This design comes from an exercise in tuning for small area, a short achievable clock period and few clock cycles on the open sky130 flow, not from production work. In this exercise RTL edits were held to simulation tests only and were not proved equivalent to the original. Power figures rest on the tool's default switching activity, not on a simulated workload.

Setup of exp/raven:
## JAM
module JAM (
    input CLK,
    input RST,
    output [3:0] MatchCount,
    output [9:0] MinCost,
    output       Valid,
    output [2:0] W,
    output [2:0] J,
    input  [6:0] Cost
);
localparam ST_SCAN = 2'd0;
localparam ST_Z    = 2'd1;
localparam ST_FIN  = 2'd2;
localparam ST_DONE = 2'd3;
integer k;
reg [1:0] st;
reg [6:0] cnt;
reg [2:0] rc;           
reg [2:0] jr;           
reg [2:0] wr;           
reg [2:0] r;            
reg       first;        
reg       pend;         
reg       pe;           
reg [6:0] dsum;         
reg [6:0] delta;        
reg [8:0] kofs;         
reg [9:0] xh;           
reg [6:0] cost_r;
reg [7:0] dmin;
reg [2:0] j1p, j0p, p1;    
reg [2:0] wp;           
reg [2:0] wro, wpo;     
reg       m1;
reg       aact;
reg [2:0] ar;            
reg [2:0] ac;
reg [9:0] mincost;
reg       valid;
reg [6:0] xz;           
reg [2:0] lp;           
reg [6:0] dmore;        
reg [7:0] zr;
reg [2:0] tpos;         
reg       dst;          
reg       pendc;        
  ...
Settings: LEC_CHECK=0, CAP_MARGIN=20, CORE_MARGIN=2, CORE_UTILIZATION=40, CTS_BUF_LIST=sky130_fd_sc_hd__clkbuf_8 sky130_fd_sc_hd__clkbuf_16, CTS_CLUSTER_DIAMETER=100, CTS_CLUSTER_SIZE=24, SETUP_SLACK_MARGIN=4.0, SLEW_MARGIN=20; clock period 7.0 ns.
run.sh (not shown) runs the stock make flow with config.mk's settings and CLKGATE_MAP_FILE= SYNTH_SCRIPT=/design/flow/synth_recipe.tcl, a recipe that flattens the netlist after the stock synthesis.
Testbench counts of exp/raven, summed over its fixed seeds: cycles 4,380.
Input changes introduced in exp/xenon (baseline for comparison: exp/raven):
- CTS_CLUSTER_DIAMETER: 100 -> 80
- SETUP_SLACK_MARGIN: 4.0 -> 3.8
- CTS_BUF_LIST: sky130_fd_sc_hd__clkbuf_8 sky130_fd_sc_hd__clkbuf_16 -> unset
- CTS_CLUSTER_SIZE: 24 -> 20
Results
- Against exp/raven as the reference, exp/xenon delivers a lower slew at the pin closest to its max-slew limit.
- Changes observed in exp/xenon relative to exp/raven: power share of the clock group now sits higher; worst supply voltage drop on vdd now sits lower; final clock period utilization by the worst path now sits higher; setup slack now sits lower.
Here is what was changed in the inputs of exp/quartz compared with exp/xenon.
- SETUP_SLACK_MARGIN changed from 3.8 to 4.1
## What came out
- The final reports for exp/quartz and exp/xenon show portion of total power attributed to the clock network lower in the former.
- Last weighted congestion value of the routability-driven placer delta for exp/quartz relative to exp/xenon: about 2% higher
- Re number of vias after detailed routing: exp/xenon and exp/quartz aren't equal, and the higher value belongs to exp/quartz.
- Fmax across exp/xenon and exp/quartz: no real change.
- In the flow results for exp/xenon and exp/quartz, the sequential portion of the cell area is larger on exp/xenon.
- Max cell count across exp/xenon and exp/quartz: exp/quartz
- The total power number comes out lower for exp/xenon vs exp/quartz.
- exp/xenon and exp/quartz ended up with roughly the same final critical-path share of the clock period.
- Global-route wire length before repair for exp/quartz: about 0.33% up relative to exp/xenon
- Compared to exp/xenon, exp/quartz has first-iteration DRC count 14% lower.
- Global-route usage: exp/quartz > exp/xenon
Inputs modified between exp/quartz and exp/umber:
- CTS_CLUSTER_DIAMETER no longer set, was 80
- CTS_CLUSTER_SIZE no longer set, was 20
- SETUP_SLACK_MARGIN now 4.0, was 4.1
--- outcome ---
- Looking at logic gate share of total power, exp/umber sits below exp/quartz.
- The wire length of the first global-routing pass on exp/quartz is in line with that on exp/umber.
- Going from exp/quartz to exp/umber, met1 demand-to-capacity share in global routing has decreased, non-clock buffer contribution to total cell area has decreased.
- As far as path length in cells of the critical path goes, exp/umber and exp/quartz are indistinguishable; the numbers are identical.
- Summary of exp/umber over exp/quartz: number of clock buffer instances in the layout increased by about 70% relative to the old numbers; wire length after detailed routing decreased by about 2.2% relative to the old numbers; design area increased by 94 um^2 relative to the old numbers.
Input changes introduced in exp/pepper (baseline for comparison: exp/umber):
- changing SETUP_SLACK_MARGIN from 4.0 to 4.3
[summary]
- exp/pepper: no failed stages, no open violations at the end
- Via count: lower on exp/umber
- [compare] base=exp/umber new=exp/pepper: post-cts gate resize count rose about 200%; design area +5.7%; placement-stage cell area went up by 0.63%; total global routing track utilization +0.93 points; peak ir drop on the vdd network now sits higher.
- Total power, exp/umber and exp/pepper: higher on exp/pepper
- In exp/pepper, the share of power burned in the clock network came out 0.7 points below the value in exp/umber.


Another version of the RTL of JAM (not shown whole).
For scale: roughly 2300 cells after synthesis, about 430 flip-flops.
Settings: LEC_CHECK=0, CAP_MARGIN=20, CORE_MARGIN=2, CORE_UTILIZATION=40, CTS_CLUSTER_DIAMETER=80, CTS_CLUSTER_SIZE=20, SETUP_SLACK_MARGIN=4.05, SLEW_MARGIN=20; clock period 7.0 ns.
Testbench counts at the start, summed over its fixed seeds: cycles 4,191.
==> next run, changes <==
SETUP_SLACK_MARGIN = 3.95   (was 4.05)
Outcome: The new run completed with no timing, DRC or antenna violations. Wire length falls by 0.81%. Critical path depth falls by 1. Global-route usage falls by 0.31 points. Non-clock buffer count falls by 21. Total power falls by 3.9%. Synthesized area does not change.
==> next run, changes <==
SETUP_SLACK_MARGIN = 4.0   (was 3.95)
Effect: Total power went up by 1.5%; design area went up by 0.76%; sequential share of layout area went down by 0.24 points; die area does not change.


RTL: one of the versions met above, not the one the previous note started from.
For scale: about 440 flip-flops, ~30 I/O pins.
Settings: LEC_CHECK=0, CAP_MARGIN=20, CORE_MARGIN=2, CORE_UTILIZATION=50, CTS_CLUSTER_DIAMETER=80, CTS_CLUSTER_SIZE=20, SETUP_SLACK_MARGIN=4.0, SLEW_MARGIN=20; clock period 7.0 ns.
The first run finished with timing, DRC and antenna clean.
Testbench counts at the start, summed over its fixed seeds: cycles 4,380.
Edit:
Settings changed: CORE_UTILIZATION 50 to 40, CTS_CLUSTER_DIAMETER 80 to 100, CTS_CLUSTER_SIZE 20 to 30.
Outcome: Cell count increases by 4.2%; power decreases by 4.5%; count of clock-buffer cells in the layout went down by 14; die area went up by 25%; fmax rises by 3.6%; combinational power fell by about 2%; setup slack improves by 0.11 ns; utilization came out lower by 12 points; via count goes down by 2.0%.
Edit:
Settings changed: ABC_AREA set to 1, CTS_CLUSTER_DIAMETER 100 to 80, CTS_CLUSTER_SIZE 30 to 20.
The new run finished with timing, DRC and antenna clean; synthesized cell count goes up by 14%; wire length goes up by 4.5%; sequential cell count stays the same; final cell count goes up by 13%; setup slack gets worse by 0.23 ns; first-iteration DRC count goes down by 6.4%.


Setup of build 23:
JAM again, from the RTL that the note above started with.
make LEC_CHECK=0 CAP_MARGIN=20 CORE_MARGIN=2 CORE_UTILIZATION=40 PLACE_DENSITY=0.8 SETUP_SLACK_MARGIN=4.0 SLEW_MARGIN=20 finish   # period 7.0 ns
Testbench counts of build 23, summed over its fixed seeds: cycles 4,380.
Inputs modified between build 23 and build 72:
Settings: CTS_CLUSTER_DIAMETER now 80, previously not set; PLACE_DENSITY no longer set, was 0.8; CTS_CLUSTER_SIZE now 20, previously not set.
Notes after the runs:
From build 23 to build 72 the numbers moved as follows: fraction of power consumed by combinational cells increased by 1.9 points relative to the old numbers; hold buffer count at CTS closely matched the old numbers; utilization decreased by 1.4 points relative to the old numbers.
Build 72 vs. build 23: share of the final layout cell area in sequential cells rose by 1.1 points; via count of the routed design fell by 502.


## run 1
JAM, a different RTL version from the one above (not shown whole).
Size in the first run: roughly 2200 cells after synthesis.
clock: 7.0 ns
lec_check: 0
cap_margin: 20
core_margin: 2
core_utilization: 40
cts_cluster_diameter: 80
cts_cluster_size: 20
setup_slack_margin: 3.9
slew_margin: 20
Testbench counts of run 1, summed over its fixed seeds: cycles 4,380.
### run 1 -> run 2
Settings: SETUP_SLACK_MARGIN changed from 3.9 to 4.0; CTS_CLUSTER_DIAMETER changed from 80 to 90; CTS_CLUSTER_SIZE changed from 20 to 22.
==> summary.txt <==
- Run 2 vs. run 1: fraction of met3 tracks used by global routing went down by 0.70 points.
- Run 2 against run 1: buffers inserted during post-CTS setup optimization now sits higher, routed wire length now sits higher, power now sits higher, global-route track usage on met2 now sits higher.
- Sequential power delta (run 2 -> run 1): insignificant
- The last element of the critical path comes out wr[1] in one run and xh[9] in the other, namely in run 1 and run 2 respectively.
- Of run 2 and run 1, the run reporting the higher clock buffer instance count of the final layout was run 1.

[what the ideal ports hide]
No port has a modelled driver above. Below, the same layouts with a new extraction and two added sets of constraints.
Step 1, drivers: a clkbuf_16 drives CLK and a buf_2 each remaining input, both assumed.
Step 2 also shifts input and output timing later by t, the mid clock arrival at the registers, as if the neighbouring blocks saw the same clock.
Three values: ideal ports, drivers, drivers and shift; two values: the first two.
run	shift t [ns]	slack for setup (ns)	worst register clock-pin slew, ns
exp/raven	0.644	3.932 / 3.932 / 3.901	0.10 / 0.10
exp/xenon	0.645	3.834 / 3.818 / 3.604	0.09 / 0.09
exp/quartz	0.683	3.827 / 3.827 / 3.827	0.09 / 0.09
exp/umber	0.651	3.954 / 3.954 / 3.877	0.07 / 0.07
exp/pepper	0.653	3.830 / 3.830 / 3.830	0.06 / 0.06
the first run of note 2	0.654	3.889 / 3.889 / 3.877	0.09 / 0.09
the second run of note 2	0.662	3.845 / 3.845 / 3.726	0.09 / 0.09
the third run of note 2	0.645	3.952 / 3.952 / 3.924	0.09 / 0.09
the first run of note 3	0.669	3.841 / 3.841 / 3.796	0.09 / 0.09
the second run of note 3	0.625	3.950 / 3.947 / 3.914	0.12 / 0.12
the third run of note 3	0.653	3.721 / 3.721 / 3.721	0.09 / 0.09
build 23	0.659	3.971 / 3.971 / 3.738	0.07 / 0.07
build 72	0.652	3.946 / 3.946 / 3.895	0.09 / 0.09
run 1	0.661	3.922 / 3.922 / 3.656	0.09 / 0.09
run 2	0.647	3.913 / 3.913 / 3.913	0.10 / 0.10
After both steps setup and hold are still met in every run listed. For run 1, which loses most, drivers alone change the setup slack by 0.000 ns; drivers and shift together by -0.266 ns. Setup slack includes reset recovery checks.
